This design comes from an exercise in tuning for small area and a short achievable clock period on the open sky130 flow, not from production work.
At most, simulation tests tie the RTL to the original design; equivalence was not proved.
The RTL of run 2 was laid out without a check of its function.
No activity file was given, so power comes from the tool's default toggle rates.

### design/flow/config.mk
export PLATFORM = sky130hd
export DESIGN_NAME = design_1
export DESIGN_NICKNAME = design_1
export VERILOG_FILES = /design/flow/design.v
export SDC_FILE = /design/flow/constraint.sdc
export NUM_CORES = 4
export LEC_CHECK = 0
export CAP_MARGIN = 20
export CORE_MARGIN = 2
export CORE_UTILIZATION = 40
export PLACE_DENSITY = 0.6
export SLEW_MARGIN = 20
### design/flow/constraint.sdc
create_clock -name core_clock -period 9.0 [get_ports {clk}]
set_input_delay 1.8000 -clock core_clock [delete_from_list [all_inputs] [get_ports {clk}]]
set_output_delay 1.8000 -clock core_clock [all_outputs]
set_load 0.01 [all_outputs]
### design/flow/design.v
module design_1
   (bias,
    bias_1,
    bias_2,
    bias_3,
    clk,
    in1,
    in1_1,
    in1_2,
    in1_3,
    in2,
    in2_1,
    in2_2,
    in2_3,
    in3,
    in3_1,
    in3_2,
    in3_3,
    in4,
    in4_1,
    in4_2,
    in4_3,
    mac,
    n_en,
    n_in,
    n_in_1,
    n_in_2,
    n_in_3,
    n_out,
    n_out_1,
    n_out_2,
    n_out_3,
    outen,
    outen_1,
    outen_2,
    outen_3,
    p_en,
    p_out,
    p_out_1,
    p_out_2,
    p_out_3,
    rst,
    wgh,
    wgh_1,
    wgh_2,
    wgh_3);
  input [15:0]bias;
  input [15:0]bias_1;
  input [15:0]bias_2;
  input [15:0]bias_3;
  input clk;
  input [15:0]in1;
  input [15:0]in1_1;
  input [15:0]in1_2;
  input [15:0]in1_3;
  input [15:0]in2;
  input [15:0]in2_1;
  input [15:0]in2_2;
  input [15:0]in2_3;
  input [15:0]in3;
  input [15:0]in3_1;
  input [15:0]in3_2;
  input [15:0]in3_3;
  input [15:0]in4;
  input [15:0]in4_1;
  input [15:0]in4_2;
  input [15:0]in4_3;
  input mac;
  input n_en;
  input [15:0]n_in;
  input [15:0]n_in_1;
  input [15:0]n_in_2;
  input [15:0]n_in_3;
  output [15:0]n_out;
  output [15:0]n_out_1;
  output [15:0]n_out_2;
  output [15:0]n_out_3;
  output outen;
  output outen_1;
  output outen_2;
  output outen_3;
  input p_en;
  output [15:0]p_out;
  output [15:0]p_out_1;
  output [15:0]p_out_2;
  output [15:0]p_out_3;
  input rst;
  input [15:0]wgh;
  input [15:0]wgh_1;
  input [15:0]wgh_2;
  input [15:0]wgh_3;
  wire [15:0]\^bias_1 ;
  wire [15:0]bias_1_1;
  wire [15:0]bias_2_1;
  wire [15:0]bias_3_1;
  wire clk_1;
  wire en_1;
  wire en_2;
  wire [15:0]\^in1_1 ;
  wire [15:0]in1_1_1;
  wire [15:0]in1_2_1;
  wire [15:0]in1_3_1;
  wire [15:0]\^in2_1 ;
  wire [15:0]in2_1_1;
  wire [15:0]in2_2_1;
  wire [15:0]in2_3_1;
  wire [15:0]\^in3_1 ;
  wire [15:0]in3_1_1;
  wire [15:0]in3_2_1;
  wire [15:0]in3_3_1;
  wire [15:0]\^in4_1 ;
  wire [15:0]in4_1_1;
  wire [15:0]in4_2_1;
  wire [15:0]in4_3_1;
  wire mac_1;
  wire [15:0]\^n_in_1 ;
  wire [15:0]n_in_1_1;
  wire [15:0]n_in_2_1;
  wire [15:0]n_in_3_1;
  wire [15:0]neuron_0_n_out;
  wire [15:0]neuron_1_n_out;
  wire [15:0]neuron_2_n_out;
  wire [15:0]neuron_3_n_out;
  wire pooling_0_outen;
  wire [15:0]pooling_0_p_out;
  wire pooling_1_outen;
  wire [15:0]pooling_1_p_out;
  wire pooling_2_outen;
  wire [15:0]pooling_2_p_out;
  wire pooling_3_outen;
  wire [15:0]pooling_3_p_out;
  wire rst_1;
  wire [15:0]\^wgh_1 ;
  wire [15:0]wgh_1_1;
  wire [15:0]wgh_2_1;
  wire [15:0]wgh_3_1;
  assign \^bias_1 [15:0] = bias[15:0];
  assign \^in1_1 [15:0] = in1[15:0];
  assign \^in2_1 [15:0] = in2[15:0];
  assign \^in3_1 [15:0] = in3[15:0];
  assign \^in4_1 [15:0] = in4[15:0];
  assign \^n_in_1 [15:0] = n_in[15:0];
  assign \^wgh_1 [15:0] = wgh[15:0];
  assign bias_1_1 = bias_1[15:0];
  assign bias_2_1 = bias_2[15:0];
  assign bias_3_1 = bias_3[15:0];
  assign clk_1 = clk;
  assign en_1 = n_en;
  assign en_2 = p_en;
  assign in1_1_1 = in1_1[15:0];
  assign in1_2_1 = in1_2[15:0];
  assign in1_3_1 = in1_3[15:0];
  assign in2_1_1 = in2_1[15:0];
  assign in2_2_1 = in2_2[15:0];
  assign in2_3_1 = in2_3[15:0];
  assign in3_1_1 = in3_1[15:0];
  assign in3_2_1 = in3_2[15:0];
  assign in3_3_1 = in3_3[15:0];
  assign in4_1_1 = in4_1[15:0];
  assign in4_2_1 = in4_2[15:0];
  assign in4_3_1 = in4_3[15:0];
  assign mac_1 = mac;
  assign n_in_1_1 = n_in_1[15:0];
  assign n_in_2_1 = n_in_2[15:0];
  assign n_in_3_1 = n_in_3[15:0];
  assign n_out[15:0] = neuron_3_n_out;
  assign n_out_1[15:0] = neuron_0_n_out;
  assign n_out_2[15:0] = neuron_1_n_out;
  assign n_out_3[15:0] = neuron_2_n_out;
  assign outen = pooling_0_outen;
  assign outen_1 = pooling_1_outen;
  assign outen_2 = pooling_2_outen;
  assign outen_3 = pooling_3_outen;
  assign p_out[15:0] = pooling_0_p_out;
  assign p_out_1[15:0] = pooling_1_p_out;
  assign p_out_2[15:0] = pooling_2_p_out;
  assign p_out_3[15:0] = pooling_3_p_out;
  assign rst_1 = rst;
  assign wgh_1_1 = wgh_1[15:0];
  assign wgh_2_1 = wgh_2[15:0];
  assign wgh_3_1 = wgh_3[15:0];
  neuron neuron_0
       (.bias(bias_1_1),
        .clk(clk_1),
        .en(en_1),
        .mac(mac_1),
        .n_in(n_in_1_1),
        .n_out(neuron_0_n_out),
        .rst(rst_1),
        .wgh(wgh_1_1));
  neuron neuron_1
       (.bias(bias_2_1),
        .clk(clk_1),
        .en(en_1),
        .mac(mac_1),
        .n_in(n_in_2_1),
        .n_out(neuron_1_n_out),
        .rst(rst_1),
        .wgh(wgh_2_1));
  neuron neuron_2
       (.bias(bias_3_1),
        .clk(clk_1),
        .en(en_1),
        .mac(mac_1),
        .n_in(n_in_3_1),
        .n_out(neuron_2_n_out),
        .rst(rst_1),
        .wgh(wgh_3_1));
  neuron neuron_3
       (.bias(\^bias_1 ),
        .clk(clk_1),
        .en(en_1),
        .mac(mac_1),
        .n_in(\^n_in_1 ),
        .n_out(neuron_3_n_out),
        .rst(rst_1),
        .wgh(\^wgh_1 ));
  pooling pooling_0
       (.clk(clk_1),
        .en(en_2),
        .in1(\^in1_1 ),
        .in2(\^in2_1 ),
        .in3(\^in3_1 ),
        .in4(\^in4_1 ),
        .outen(pooling_0_outen),
        .p_out(pooling_0_p_out));
  pooling pooling_1
       (.clk(clk_1),
        .en(en_2),
        .in1(in1_1_1),
        .in2(in2_1_1),
        .in3(in3_1_1),
        .in4(in4_1_1),
        .outen(pooling_1_outen),
        .p_out(pooling_1_p_out));
  pooling pooling_2
       (.clk(clk_1),
        .en(en_2),
        .in1(in1_2_1),
        .in2(in2_2_1),
        .in3(in3_2_1),
        .in4(in4_2_1),
        .outen(pooling_2_outen),
        .p_out(pooling_2_p_out));
  pooling pooling_3
       (.clk(clk_1),
        .en(en_2),
        .in1(in1_3_1),
        .in2(in2_3_1),
        .in3(in3_3_1),
        .in4(in4_3_1),
        .outen(pooling_3_outen),
        .p_out(pooling_3_p_out));
endmodule
module neuron(
input [15:0] n_in,
input [15:0] wgh,
input [15:0] bias,
input clk,
input en,
input rst,
input mac,
output reg [15:0] n_out
    );
    reg [29:0] t;
    reg [15:0] temp;
    reg [15:0] sum;
    reg [15:0] tsum;
    always@(posedge clk)
    begin
    if(rst)
    begin
       n_out<=0;
       sum<=0;
       temp<=0;
       t<=0;
       tsum<=0;
    end
    else if(en)
         begin
	    if(en && mac)
       begin
          tsum<=sum+bias;
                       if(sum[14:0]>bias[14:0])
                       begin
                           if(bias[15]&&sum[15])
                           begin
                              if(!tsum[15])
                              begin
                                 sum<=16'b1111111110000000;
                              end
                              else sum<={1'b1,(sum[14:0]+bias[14:0])}; 
                           end
                           else if(bias[15]&&(!sum[15]))
                           begin
                              sum<={1'b0,(sum[14:0]-bias[14:0])};
                           end
                           else if((!bias[15])&&sum[15])
                           begin
                               sum<={1'b1,(sum[14:0]-bias[14:0])};
                           end
                           else
                           begin
                              if(tsum[15])
                              begin
                                 sum<=16'b0111111110000000;
                              end
                              else sum<={1'b0,(sum[14:0]+bias[14:0])};
                           end
                       end
                       else if(sum[14:0]<bias[14:0])
                       begin
                          if(bias[15]&&sum[15])
                          begin
                             if(!tsum[15])
                             begin
                                sum<=16'b1111111110000000;
                             end
                             else sum<={1'b1,(sum[14:0]+bias[14:0])}; 
                          end
                          else if(bias[15]&&(!sum[15]))
                          begin
                             sum<={1'b1,(bias[14:0]-sum[14:0])};
                          end
                          else if((!bias[15])&&sum[15])
                          begin
                             sum<={1'b0,(bias[14:0]-sum[14:0])};
                          end
                          else
                          begin
                             if(tsum[15])
                             begin
                                sum<=16'b0111111110000000;
                             end
                             else sum<={1'b0,(sum[14:0]+bias[14:0])};
                          end
                       end
                       if(sum[15])
                       begin
                          n_out<=0;
                       end
                       else
                       begin
                          n_out<=sum;
                       end
       end
            else if(!mac)
            begin
                t<=n_in[14:0]*wgh[14:0];
                if(n_in[15]^wgh[15])
                begin
                    temp<={1'b1,t[21:7]};
                end
                else
                begin
                    temp<={1'b0,t[21:7]};
                end
                tsum<=sum+temp;
                if(sum[14:0]>temp[14:0])
                begin
                    if(temp[15]&&sum[15])
                    begin
                       if(!tsum[15])
                       begin
                          sum<=16'b1111111110000000;
                       end
                       else sum<={1'b1,(sum[14:0]+temp[14:0])}; 
                    end
                    else if(temp[15]&&(!sum[15]))
                    begin
                       sum<={1'b0,(sum[14:0]-temp[14:0])};
                    end
                    else if((!temp[15])&&sum[15])
                    begin
                        sum<={1'b1,(sum[14:0]-temp[14:0])};
                    end
                    else
                    begin
                       if(tsum[15])
                       begin
                          sum<=16'b0111111110000000;
                       end
                       else sum<={1'b0,(sum[14:0]+temp[14:0])};
                    end
                end
                else if(sum[14:0]<temp[14:0])
                begin
                   if(temp[15]&&sum[15])
                   begin
                      if(!tsum[15])
                      begin
                         sum<=16'b1111111110000000;
                      end
                      else sum<={1'b1,(sum[14:0]+temp[14:0])}; 
                   end
                   else if(temp[15]&&(!sum[15]))
                   begin
                      sum<={1'b1,(temp[14:0]-sum[14:0])};
                   end
                   else if((!temp[15])&&sum[15])
                   begin
                      sum<={1'b0,(temp[14:0]-sum[14:0])};
                   end
                   else
                   begin
                      if(tsum[15])
                      begin
                         sum<=16'b0111111110000000;
                      end
                      else sum<={1'b0,(sum[14:0]+temp[14:0])};
                   end
                end               
            end
         end
    end
endmodule
module pooling(
input clk,
input [15:0] in1,
input [15:0] in2,
input [15:0] in3,
input [15:0] in4,
input en,
output reg [15:0] p_out,
output reg outen
    );
   parameter inimax= 16'b000000000000000;
   always @ (posedge clk) begin
           if(en) begin
               if(inimax < (in1)) begin
                   if((in2) < (in1)) begin
                       if((in3) < (in1)) begin
                           if((in4) < (in1)) begin
                               p_out <= in1;
                               outen <= 1;
                           end
                           else begin
                               p_out <= in4;
                               outen <= 1;
                           end
                       end
                       else begin
                           if((in3) < (in4)) begin
                               p_out <= in4;
                               outen <= 1;
                           end
                           else begin
                               p_out <= in3;
                               outen <= 1;
                           end
                       end
                   end
                   else begin
                       if((in3) < (in2)) begin
                           if((in4) < (in2)) begin
                               p_out <= in2;
                               outen <= 1;
                           end
                           else begin
                               p_out <= in4;
                               outen <= 1;
                           end
                       end
                       else begin
                           if((in3) < (in4)) begin
                               p_out <= in4;
                               outen <= 1;
                           end
                           else begin
                               p_out <= in3;
                               outen <= 1;
                           end
                       end
                   end
               end
               else begin
                   p_out <= inimax;
                   outen <= 1;
               end
           end
           else begin
               p_out <= 0;
               outen <= 0;
           end
       end
endmodule
### design/flow/run.sh
#!/bin/bash
# synth_recipe.tcl (not shown) runs the flow's synth.tcl, then flattens the netlist and writes it again
# the make line also repeats each setting of config.mk as NAME=value (left out here)
make -C /OpenROAD-flow-scripts/flow DESIGN_CONFIG=/design/flow/config.mk WORK_HOME=/design/flow/orfs CLKGATE_MAP_FILE= SYNTH_SCRIPT=/design/flow/synth_recipe.tcl finish
==> results of run 1 <==
[Yosys cell counts (21+ instances only)]
master,number
sky130_fd_sc_hd__nor2b_1,78
sky130_fd_sc_hd__nor2_1,433
sky130_fd_sc_hd__a221oi_1,34
sky130_fd_sc_hd__o22a_1,22
sky130_fd_sc_hd__clkbuf_1,323
sky130_fd_sc_hd__nor4_1,33
sky130_fd_sc_hd__mux2_2,24
sky130_fd_sc_hd__mux2i_1,80
sky130_fd_sc_hd__a31oi_1,63
sky130_fd_sc_hd__or2_2,23
sky130_fd_sc_hd__a211oi_1,68
sky130_fd_sc_hd__o32ai_1,40
sky130_fd_sc_hd__nand2b_1,85
sky130_fd_sc_hd__o211ai_1,56
sky130_fd_sc_hd__o221ai_1,102
sky130_fd_sc_hd__nand4_1,52
sky130_fd_sc_hd__nand3_1,81
sky130_fd_sc_hd__fa_1,584
sky130_fd_sc_hd__o21bai_1,41
sky130_fd_sc_hd__xor2_1,58
sky130_fd_sc_hd__a21oi_1,530
sky130_fd_sc_hd__ha_1,984
sky130_fd_sc_hd__a2111oi_0,27
sky130_fd_sc_hd__a221o_1,21
sky130_fd_sc_hd__dfxtp_1,317
sky130_fd_sc_hd__o22ai_1,83
sky130_fd_sc_hd__xnor2_1,156
sky130_fd_sc_hd__or3_1,44
sky130_fd_sc_hd__buf_2,35
sky130_fd_sc_hd__and3_1,27
sky130_fd_sc_hd__nor3_1,179
sky130_fd_sc_hd__o21a_1,68
sky130_fd_sc_hd__and2_1,481
sky130_fd_sc_hd__o31ai_1,39
sky130_fd_sc_hd__o21ai_0,326
sky130_fd_sc_hd__a21o_1,185
sky130_fd_sc_hd__nand2_1,785
sky130_fd_sc_hd__inv_1,1178
[critical path: stages]
cell and delay [ns]:
sky130_fd_sc_hd__clkdlybuf4s50_1 0.77, sky130_fd_sc_hd__and2_1 0.36, sky130_fd_sc_hd__fa_1 0.48, sky130_fd_sc_hd__inv_1 0.05, sky130_fd_sc_hd__fa_1 0.47, sky130_fd_sc_hd__inv_1 0.05, sky130_fd_sc_hd__fa_1 0.51, sky130_fd_sc_hd__inv_1 0.06
sky130_fd_sc_hd__fa_1 0.52, sky130_fd_sc_hd__inv_1 0.05, sky130_fd_sc_hd__fa_1 0.47, sky130_fd_sc_hd__inv_1 0.05, sky130_fd_sc_hd__fa_1 0.47, sky130_fd_sc_hd__inv_1 0.04, sky130_fd_sc_hd__ha_1 0.19, sky130_fd_sc_hd__a2111oi_0 0.37
sky130_fd_sc_hd__o21ai_1 0.12, sky130_fd_sc_hd__a31oi_1 0.36, sky130_fd_sc_hd__o21a_1 0.22, sky130_fd_sc_hd__o21ai_1 0.17, sky130_fd_sc_hd__o21a_1 0.22, sky130_fd_sc_hd__or3_1 0.32, sky130_fd_sc_hd__a32o_1 0.27
[per-layer routing]
layer	share of wire, %	vias up	GRT usage, %
li1	-	28028	-
met1	46	28833	36.6
met2	45	1881	41.3
met3	6.4	277	3.54
met4	2.2	14	5.93
met5	0.038	-	0
[power by group]
| part | internal [mW] | switching, mW |
|---|---|---|
| registers | 1.65 | 0.303 |
| clock network | 1.17 | 0.859 |
| logic | 6.37 | 8.59 |
| total | 9.19 | 9.76 |
[sequential cells by signal (all words and copies together) (netlist names), 15 cells and up, named ones only]
signal,cells
neuron_0.temp,16
neuron_1.temp,16
neuron_2.temp,16
neuron_3.temp,16
pooling_0.p_out,16
pooling_1.p_out,16
pooling_2.p_out,16
pooling_3.p_out,16
neuron_0.n_out,15
neuron_0.sum,15
neuron_0.t,15
neuron_1.n_out,15
neuron_1.sum,15
neuron_1.t,15
neuron_2.n_out,15
neuron_2.sum,15
neuron_2.t,15
neuron_3.n_out,15
neuron_3.sum,15
neuron_3.t,15
[worst min-delay path by stage]
stage	cells past startpoint	slack, ns	start	end
3_3_place_gp	2	0.44	neuron_2.t[17]	neuron_2.temp[10]
5_1_grt	2	0.46	neuron_2.t[7]	neuron_2.t[7]
3_5_place_dp	2	0.45	neuron_0.t[16]	neuron_0.t[16]
2_1_floorplan	2	0.42	neuron_3.t[18]	neuron_3.t[18]
6_report	2	0.43	neuron_2.t[12]	neuron_2.temp[5]
4_1_cts	2	0.43	neuron_2.t[12]	neuron_2.temp[5]
[cells by family after synthesis]
logic type	after synthesis	share of synthesized area, %
XOR/XNOR	214	2.94
multiplexers	104	1.68
adder cells (fa/ha/maj)	1568	37.7
other	1	0.00588
AND/OR/NAND/NOR	2350	17.9
flip-flops	317	9.96
buffers and inverters	1568	9.41
AO/OA/AOI/OAI	1945	20.4
[cell type report]
cell class                 count  area, µm²  area share, %
multi-input combinational   6185      51400           70.5
timing repair buffer         665       6450           8.84
tap                         2072       2590           3.55
sequential                   317       6350           8.70
clock inverter                25        299          0.410
inverter                    1178       4420           6.06
clock buffer                  64       1370           1.88
antenna                        9       22.5         0.0309
[metrics by stage]
step / instance area [µm²] / std cells / util, % / power [mW] / worst slack (ns)
after floorplan: 63700 / 8070 / - / 12.8 / 1.41
after global placement: 71200 / 10417 / 45.0 / 16.7 / 0.635
after detailed placement: 71200 / 10417 / 45.0 / 16.9 / 0.488
after CTS: 72900 / 10506 / 46.0 / 19.1 / 1.23
after global routing: 72900 / 10513 / 46.1 / 21.1 / 0.840
final: 72900 / 10515 / 46.1 / 19.0 / 1.13
==> flow_metrics.env, run 1 <==
export IMPL_worst_endpoint_arrival_ns=8.39
export IMPL_cts_tree="built"
export IMPL_most_common_cell_after_layout_fill_and_taps_aside="sky130_fd_sc_hd__inv_1"
export IMPL_drv_slew=0
export IMPL_groute_usage_overall_pct=25.7
export IMPL_finalSetupViolCount=0
export IMPL_pin_count_of_the_biggest_net_entering_global_routing=82
export IMPL_fin_worst_skew_ns=0.0615
export IMPL_place_congestion=0.972
export IMPL_dp_hpwl_um=175000
export IMPL_finalSetupTns_ns=0
export IMPL_route_detailed_vias_per_inst=5.61
export IMPL_first_iter_violations=4482
export IMPL_synth_seq_cells=317
export IMPL_die_width_um=403
export IMPL_critical_path_origin="n_in[5]"
export IMPL_timing_final_hold_violations=0
export IMPL_critPathCaptureType="flip-flop"
export IMPL_rsz0062_at_grt="no"
export IMPL_boundaryPins=585
export IMPL_tritoncts_num_sinks=317
export IMPL_fin_hold_ws_ns=0.427
export IMPL_synth_avg_cell_area_um2=7.90
export IMPL_fmaxAchievable_mhz=127
export IMPL_number_of_antenna_violating_nets_in_the_routed_design=0
export IMPL_synthFlopType="sky130_fd_sc_hd__dfxtp_1"
export IMPL_mostFrequentLayoutCells="sky130_fd_sc_hd__inv_1 (1178), sky130_fd_sc_hd__ha_1 (984), sky130_fd_sc_hd__nand2_1 (783)"
export IMPL_start_kind="input port"
export IMPL_htreeDepth=2
export IMPL_powerDensity_nw_per_um2=260
export IMPL_finalWirelength_um=214000
export IMPL_cts_inserted_buffers=48
export IMPL_syn_inst=8067
export IMPL_netlist_top_cells_area="sky130_fd_sc_hd__ha_1 (19%), sky130_fd_sc_hd__fa_1 (18%), sky130_fd_sc_hd__dfxtp_1 (10%)"
export IMPL_final_cycle_share_pct=87.4
export IMPL_insertion_delay_ns=0.69
export IMPL_max_slew_worst_pin_slew_ns=1.21
export IMPL_layout_drive_gt1_share_pct=3.21
export IMPL_crit_path_max_fanout=15
export IMPL_timing_max_slew_rel_slack_pct=19.3
export IMPL_total_leakage_power_nw=34.3
export IMPL_cts_post_setup_buffers_inserted=0
export IMPL_worst_setup_path_endpoint="neuron_3.t[20]"
export IMPL_outcome="finished clean"
export IMPL_vias=59033
export IMPL_rows=146
export IMPL_ff2ff_path_depth=13
export IMPL_cts_clk_slew_worst_paths_ns=0.06
export IMPL_synth_seq_area_share_pct=9.96
export IMPL_critical_path_required_ns=9.52
export IMPL_route_detailed_wl_per_inst_um=20.4
export IMPL_worstReg2RegStart="neuron_1.sum[8]"
export IMPL_synth_largest_area_cell="sky130_fd_sc_hd__ha_1"
export IMPL_count_of_cells_resized_by_post_cts_repair=0
export IMPL_netlist_area_leader_share_pct=19.3
export IMPL_synth_async_sr_flop_share_pct=0
export IMPL_peakVddDrop_uv=431
export IMPL_netlist_cell_type_count=96
export IMPL_io_buffer_count=580
export IMPL_max_clock_path_buffers=3
export IMPL_fp_coreArea_um2=158000
export IMPL_design_final_nets=10416
export IMPL_initial_utilization_pct=40.2
export IMPL_drt_first_pass_iters=6
export IMPL_setup_reg_to_reg_worst_slack_ns=4.11
export IMPL_floorplan_die_area_um2=163000
export IMPL_ctsHoldBuffers=0
export IMPL_synth_warnings=2
export IMPL_grt_antenna_before_repair=19
export IMPL_grt_pass1_vias=58317
export IMPL_first_pass_grt_wire_length_um=335000
export IMPL_drt_drc_violations_left=0
export IMPL_synth_edf_count=0
export IMPL_cap_viol_max_count=0
export IMPL_syn2layout_area_growth_pct=14.5
export IMPL_cts_root_buf="sky130_fd_sc_hd__clkbuf_16"
export IMPL_final_period_minus_worst_setup_slack_ns=7.87
export IMPL_syn_area_um2=63700
export IMPL_fillCellCount=15681
export IMPL_start_to_end_type_of_the_worst_setup_path="input port to flip-flop"
export IMPL_die_h_um=403
export IMPL_hold_class="flip-flop to flip-flop"
export IMPL_worst_r2r_end="neuron_1.sum[4]"
export IMPL_grt_overflow_total=0
==> run 2, diff against run 1 <==
==> design/flow/design.v (replaced) <==
module design_1
   (bias, bias_1, bias_2, bias_3, clk,
    in1, in1_1, in1_2, in1_3, in2, in2_1, in2_2, in2_3,
    in3, in3_1, in3_2, in3_3, in4, in4_1, in4_2, in4_3,
    mac, n_en, n_in, n_in_1, n_in_2, n_in_3,
    n_out, n_out_1, n_out_2, n_out_3,
    outen, outen_1, outen_2, outen_3, p_en,
    p_out, p_out_1, p_out_2, p_out_3, rst,
    wgh, wgh_1, wgh_2, wgh_3);
  input [15:0]bias;
  input [15:0]bias_1;
  input [15:0]bias_2;
  input [15:0]bias_3;
  input clk;
  input [15:0]in1;
  input [15:0]in1_1;
  input [15:0]in1_2;
  input [15:0]in1_3;
  input [15:0]in2;
  input [15:0]in2_1;
  input [15:0]in2_2;
  input [15:0]in2_3;
  input [15:0]in3;
  input [15:0]in3_1;
  input [15:0]in3_2;
  input [15:0]in3_3;
  input [15:0]in4;
  input [15:0]in4_1;
  input [15:0]in4_2;
  input [15:0]in4_3;
  input mac;
  input n_en;
  input [15:0]n_in;
  input [15:0]n_in_1;
  input [15:0]n_in_2;
  input [15:0]n_in_3;
  output [15:0]n_out;
  output [15:0]n_out_1;
  output [15:0]n_out_2;
  output [15:0]n_out_3;
  output outen;
  output outen_1;
  output outen_2;
  output outen_3;
  input p_en;
  output [15:0]p_out;
  output [15:0]p_out_1;
  output [15:0]p_out_2;
  output [15:0]p_out_3;
  input rst;
  input [15:0]wgh;
  input [15:0]wgh_1;
  input [15:0]wgh_2;
  input [15:0]wgh_3;
  neuron neuron_0 (.clk(clk), .rst(rst), .en(n_en), .mac(mac),
    .n_in(n_in),   .wgh(wgh),   .bias(bias),   .n_out(n_out));
  neuron neuron_1 (.clk(clk), .rst(rst), .en(n_en), .mac(mac),
    .n_in(n_in_1), .wgh(wgh_1), .bias(bias_1), .n_out(n_out_1));
  neuron neuron_2 (.clk(clk), .rst(rst), .en(n_en), .mac(mac),
    .n_in(n_in_2), .wgh(wgh_2), .bias(bias_2), .n_out(n_out_2));
  neuron neuron_3 (.clk(clk), .rst(rst), .en(n_en), .mac(mac),
    .n_in(n_in_3), .wgh(wgh_3), .bias(bias_3), .n_out(n_out_3));
  pooling pooling_0 (.clk(clk), .en(p_en), .in1(in1),   .in2(in2),   .in3(in3),   .in4(in4),   .p_out(p_out),   .outen(outen));
  pooling pooling_1 (.clk(clk), .en(p_en), .in1(in1_1), .in2(in2_1), .in3(in3_1), .in4(in4_1), .p_out(p_out_1), .outen(outen_1));
  pooling pooling_2 (.clk(clk), .en(p_en), .in1(in1_2), .in2(in2_2), .in3(in3_2), .in4(in4_2), .p_out(p_out_2), .outen(outen_2));
  pooling pooling_3 (.clk(clk), .en(p_en), .in1(in1_3), .in2(in2_3), .in3(in3_3), .in4(in4_3), .p_out(p_out_3), .outen(outen_3));
endmodule
module neuron(
  input [15:0] n_in,
  input [15:0] wgh,
  input [15:0] bias,
  input clk,
  input en,
  input rst,
  input mac,
  output [15:0] n_out
);
  reg [14:0] a, b;       
  reg [15:0] temp;       
  reg [15:0] sum;
  reg        tsum;       
  reg [14:0] nout;
  wire [21:0] prod = a * b;
  wire [15:0] x  = mac ? bias : temp;
  wire [14:0] sm = sum[14:0];
  wire [14:0] xm = x[14:0];
  wire [15:0] add = {1'b0, sm} + {1'b0, xm};
  wire        gt = sm > xm;
  wire        eq = sm == xm;
  wire [14:0] dif = gt ? sm - xm : xm - sm;
  wire        same = sum[15] == x[15];
  wire [15:0] nsum = same ? {sum[15], (tsum == sum[15]) ? add[14:0] : 15'h7f80}
                          : {gt ? sum[15] : x[15], dif};
  always @(posedge clk) begin
    if (rst) begin
      a <= 0; b <= 0; temp <= 0; sum <= 0; tsum <= 0; nout <= 0;
    end else if (en) begin
      tsum <= sum[15] ^ x[15] ^ add[15];
      if (!eq) sum <= nsum;
      if (mac) begin
        nout <= sum[15] ? 15'd0 : sum[14:0];
      end else begin
        a <= n_in[14:0];
        b <= wgh[14:0];
        temp <= {n_in[15] ^ wgh[15], prod[21:7]};
      end
    end
  end
  assign n_out = {1'b0, nout};
endmodule
module pooling(
  input clk,
  input [15:0] in1,
  input [15:0] in2,
  input [15:0] in3,
  input [15:0] in4,
  input en,
  output reg [15:0] p_out,
  output reg outen
);
  wire [15:0] m12 = (in1 < in2) ? in2 : in1;
  wire [15:0] m34 = (in3 < in4) ? in4 : in3;
  wire [15:0] m   = (m12 < m34) ? m34 : m12;
  always @(posedge clk) begin
    outen <= en;
    p_out <= (en && in1 != 0) ? m : 16'd0;
  end
endmodule
==> run 2 against run 1 <==
Compared with the run above: critical path depth down 1; clock skew down 0.043 ns; synthesized area down 17%; final area down 16%; critical path type unchanged; critical endpoint is now pooling_1.p_out[5].
==> flow_metrics.env, run 2 <==
export IMPL_worst_path_dominant_cell_family="compound AO/OA/AOI/OAI gates"
export IMPL_io_buffer_count=580
export IMPL_critPathCaptureType="flip-flop"
export IMPL_fmaxAchievable_mhz=142
export IMPL_cts_root_buf="sky130_fd_sc_hd__clkbuf_16"
export IMPL_floorplan_die_area_um2=135000
export IMPL_post_route_cell_area_um2=61600
export IMPL_hold_path_startpoint="neuron_2.temp[2]"
export IMPL_design_final_nets=8359
export IMPL_cts_inserted_buffers=49
export IMPL_netlist_top_cells_count="sky130_fd_sc_hd__inv_1 (991), sky130_fd_sc_hd__nand2_1 (765), sky130_fd_sc_hd__ha_1 (580), sky130_fd_sc_hd__fa_1 (572), sky130_fd_sc_hd__and2_1 (471)"
export IMPL_tritoncts_num_sinks=377
export IMPL_cts_post_setup_buffers_inserted=0
export IMPL_critical_path_required_ns=9.57
export IMPL_setup_reg_to_reg_worst_slack_ns=2.08
export IMPL_placement_cell_area_um2=59800
export IMPL_route_detailed_wl_per_inst_um=19.6
export IMPL_postLayoutCoreUtil_pct=46.8
export IMPL_netlist_top_cells_area="sky130_fd_sc_hd__fa_1 (22%), sky130_fd_sc_hd__dfxtp_1 (14%), sky130_fd_sc_hd__ha_1 (14%)"
export IMPL_syn2layout_area_growth_pct=16.3
export IMPL_first_pass_grt_wire_length_um=263000
export IMPL_timing_hold_worst_endpoint="neuron_2.temp[2]"
export IMPL_finalSetupViolCount=0
export IMPL_drt_drc_violations_left=0
export IMPL_syn_area_um2=52900
export IMPL_pin_count_of_the_biggest_net_entering_global_routing=161
export IMPL_worst_r2r_end="neuron_0.temp[14]"
export IMPL_final_cycle_share_pct=78.3
export IMPL_ff2ff_path_depth=24
export IMPL_dp_hpwl_um=132000
export IMPL_critical_path_top_cell_by_count="sky130_fd_sc_hd__a21o_1"
export IMPL_max_clock_path_buffers=3
export IMPL_cts_tree="built"
export IMPL_dpl_cell_count=8458
export IMPL_synth_largest_area_cell="sky130_fd_sc_hd__fa_1"
export IMPL_hold_class="flip-flop to flip-flop"
export IMPL_place_congestion=0.916
export IMPL_start_kind="input port"
export IMPL_rows=133
export IMPL_boundaryPins=585
export IMPL_fin_ws_ns=1.95
export IMPL_final_period_minus_worst_setup_slack_ns=7.05
export IMPL_ctsHoldBuffers=0
export IMPL_synth_edf_count=0
export IMPL_worst_endpoint_arrival_ns=7.62
export IMPL_fp_coreArea_um2=131000
export IMPL_most_common_cell_after_layout_fill_and_taps_aside="sky130_fd_sc_hd__inv_1"
export IMPL_slowest_delay_ns=0.65
export IMPL_synth_avg_cell_area_um2=8.22
export IMPL_groute_usage_overall_pct=24.5
export IMPL_first_iter_violations=2770
export IMPL_timing_final_hold_violations=0
export IMPL_rsz0062_at_grt="no"
export IMPL_netlist_area_leader_share_pct=21.6
export IMPL_die_width_um=368
export IMPL_htreeDepth=2
export IMPL_critical_path_cell_with_the_highest_stage_delay="sky130_fd_sc_hd__nand3_1"
export IMPL_cap_viol_max_count=0
export IMPL_syn_inst=6438
export IMPL_mostFrequentLayoutCells="sky130_fd_sc_hd__inv_1 (991), sky130_fd_sc_hd__nand2_1 (764), sky130_fd_sc_hd__ha_1 (580)"
export IMPL_worstReg2RegStart="neuron_0.b[1]"
export IMPL_insertion_delay_ns=0.64
export IMPL_initial_utilization_pct=40.3
export IMPL_peakVddDrop_uv=150
export IMPL_drt_first_pass_iters=6
export IMPL_netlist_cell_type_count=101
export IMPL_critical_path_n_buffers_inverters=2
export IMPL_timing_max_slew_rel_slack_pct=20.1
export IMPL_fin_hold_ws_ns=0.450
export IMPL_crit_path_max_fanout=16
export IMPL_cts_clk_slew_worst_paths_ns=0.06
export IMPL_outcome="finished clean"
export IMPL_max_slew_worst_pin_slew_ns=1.19
export IMPL_count_of_cells_resized_by_post_cts_repair=0
export IMPL_grt_pass1_vias=45611
export IMPL_p_total_mw=7.91
export IMPL_layout_drive_gt1_share_pct=4.02
export IMPL_timing_critical_path_cells="clkdlybuf4s50_1 > inv_1 > ha_1 > a21o_1 > a21o_1 > a221oi_1 > o21ai_1 > a311o_1 > a221o_1 > a21o_2 > mux2i_2 > ha_1 > a21o_1 > a21o_1 > a21o_1 > a21o_1 > a21oi_1 > nor2_1 > a211oi_1 > nand3_1 > a2bb2oi_1 > nand3_1"
export IMPL_finalWirelength_um=168000
export IMPL_route_detailed_vias_per_inst=5.32
export IMPL_synthFlopType="sky130_fd_sc_hd__dfxtp_1"
export IMPL_post_place_ws_ns=1.21
export IMPL_final_instance_count_excl_fill=8555
export IMPL_vias=45474
export IMPL_synth_warnings=2
export IMPL_synth_async_sr_flop_share_pct=0
export IMPL_synth_most_common_cell="sky130_fd_sc_hd__inv_1"
export IMPL_start_to_end_type_of_the_worst_setup_path="input port to flip-flop"
export IMPL_total_leakage_power_nw=28.7
export IMPL_powerDensity_nw_per_um2=128
export IMPL_finalSetupTns_ns=0
export IMPL_drv_slew=0
export IMPL_fin_worst_skew_ns=0.0184
export IMPL_die_h_um=368
export IMPL_synth_seq_area_share_pct=14.3
export IMPL_min_delay_path_depth=2
export IMPL_synth_seq_cells=377
export IMPL_grt_overflow_total=0
export IMPL_number_of_antenna_violating_nets_in_the_routed_design=0
export IMPL_grt_antenna_before_repair=17
==> run 2: worst max path at each step <==
stage	startpoint	to	slack, ns	cells after the start
2_1_floorplan	in4_1[5]	pooling_1.p_out[12]	2.72	24
3_3_place_gp	in4_1[5]	pooling_1.p_out[15]	1.29	22
3_5_place_dp	in4_1[5]	pooling_1.p_out[5]	1.21	22
4_1_cts	in4_1[5]	pooling_1.p_out[5]	1.88	22
5_1_grt	neuron_0.b[0]	neuron_0.temp[14]	1.67	24
6_report	in4_1[5]	pooling_1.p_out[5]	1.95	22
==> run 2: kinds of logic after synthesis <==
group / Yosys count / share of synthesized area [%]
AND/OR/NAND/NOR: 1979 / 18.4
flip-flops: 377 / 14.3
XOR/XNOR: 150 / 2.48
multiplexers: 241 / 4.93
other: 1 / 0.00708
adder cells (fa/ha/maj): 1152 / 35.3
buffers and inverters: 1348 / 9.89
AO/OA/AOI/OAI: 1190 / 14.7
==> run 2: tightest hold or removal path, cell delays in order (launching register included) <==
cell and delay [ns]:
sky130_fd_sc_hd__dfxtp_1 0.31, sky130_fd_sc_hd__nand2_1 0.05, sky130_fd_sc_hd__a21oi_1 0.05
==> run 2: metal layers <==
metal	wire [µm]	vias up	part of all wire, %	global-route usage (%)
met1	76700	22225	46	33.8
met4	4660	8	2.8	7.13
met2	77300	1248	46	40.0
li1	-	21774	-	-
met5	47	-	0.028	0
met3	9110	219	5.4	3.08
==> run 2: final cells by class <==
class                      instances  area, µm²
sequential                       377       7550
tap                             1755       2200
inverter                         996       3740
fill                           12985      69900
antenna                           11       27.5
multi-input combinational       4716      40300
clock inverter                    26        407
timing repair buffer             614       6080
clock buffer                      60       1320
==> run 2: power breakdown <==
part           internal (mW)  switching [mW]
Combinational           1.53            2.07
Sequential              1.85           0.259
Clock                   1.32           0.879

[separate check: timing with driven ports]
No port has a modelled driver above. Below, the same layouts with a new extraction and two added sets of constraints. Step 1: set_driving_cell puts a clkbuf_16 on clk and a buf_2 on each other input, an assumption about the parent block. Step 2 times the ports against the registers' clock, not the clock port: input delays grow and output delays shrink by t, the midpoint of the rising clock arrivals with the driver on. a / b / c = ideal ports / drivers / drivers and shift; a / b = the first two.
run | shift t [ns] | setup WS [ns] | hold WS [ns] | slew at the worst register clock pin (ns) | cell pins on the clock port's net
run 1 | 0.736 | 1.130 / 1.190 / 0.453 | 0.427 / 0.427 / 0.427 | 0.07 / 0.07 | 1
run 2 | 0.701 | 1.954 / 1.948 / 1.247 | 0.450 / 0.450 / 0.450 | 0.07 / 0.07 | 1
After both steps setup and hold are still met in every run listed. For run 2, which loses most, drivers alone change the setup slack by -0.006 ns; drivers and shift together by -0.707 ns.
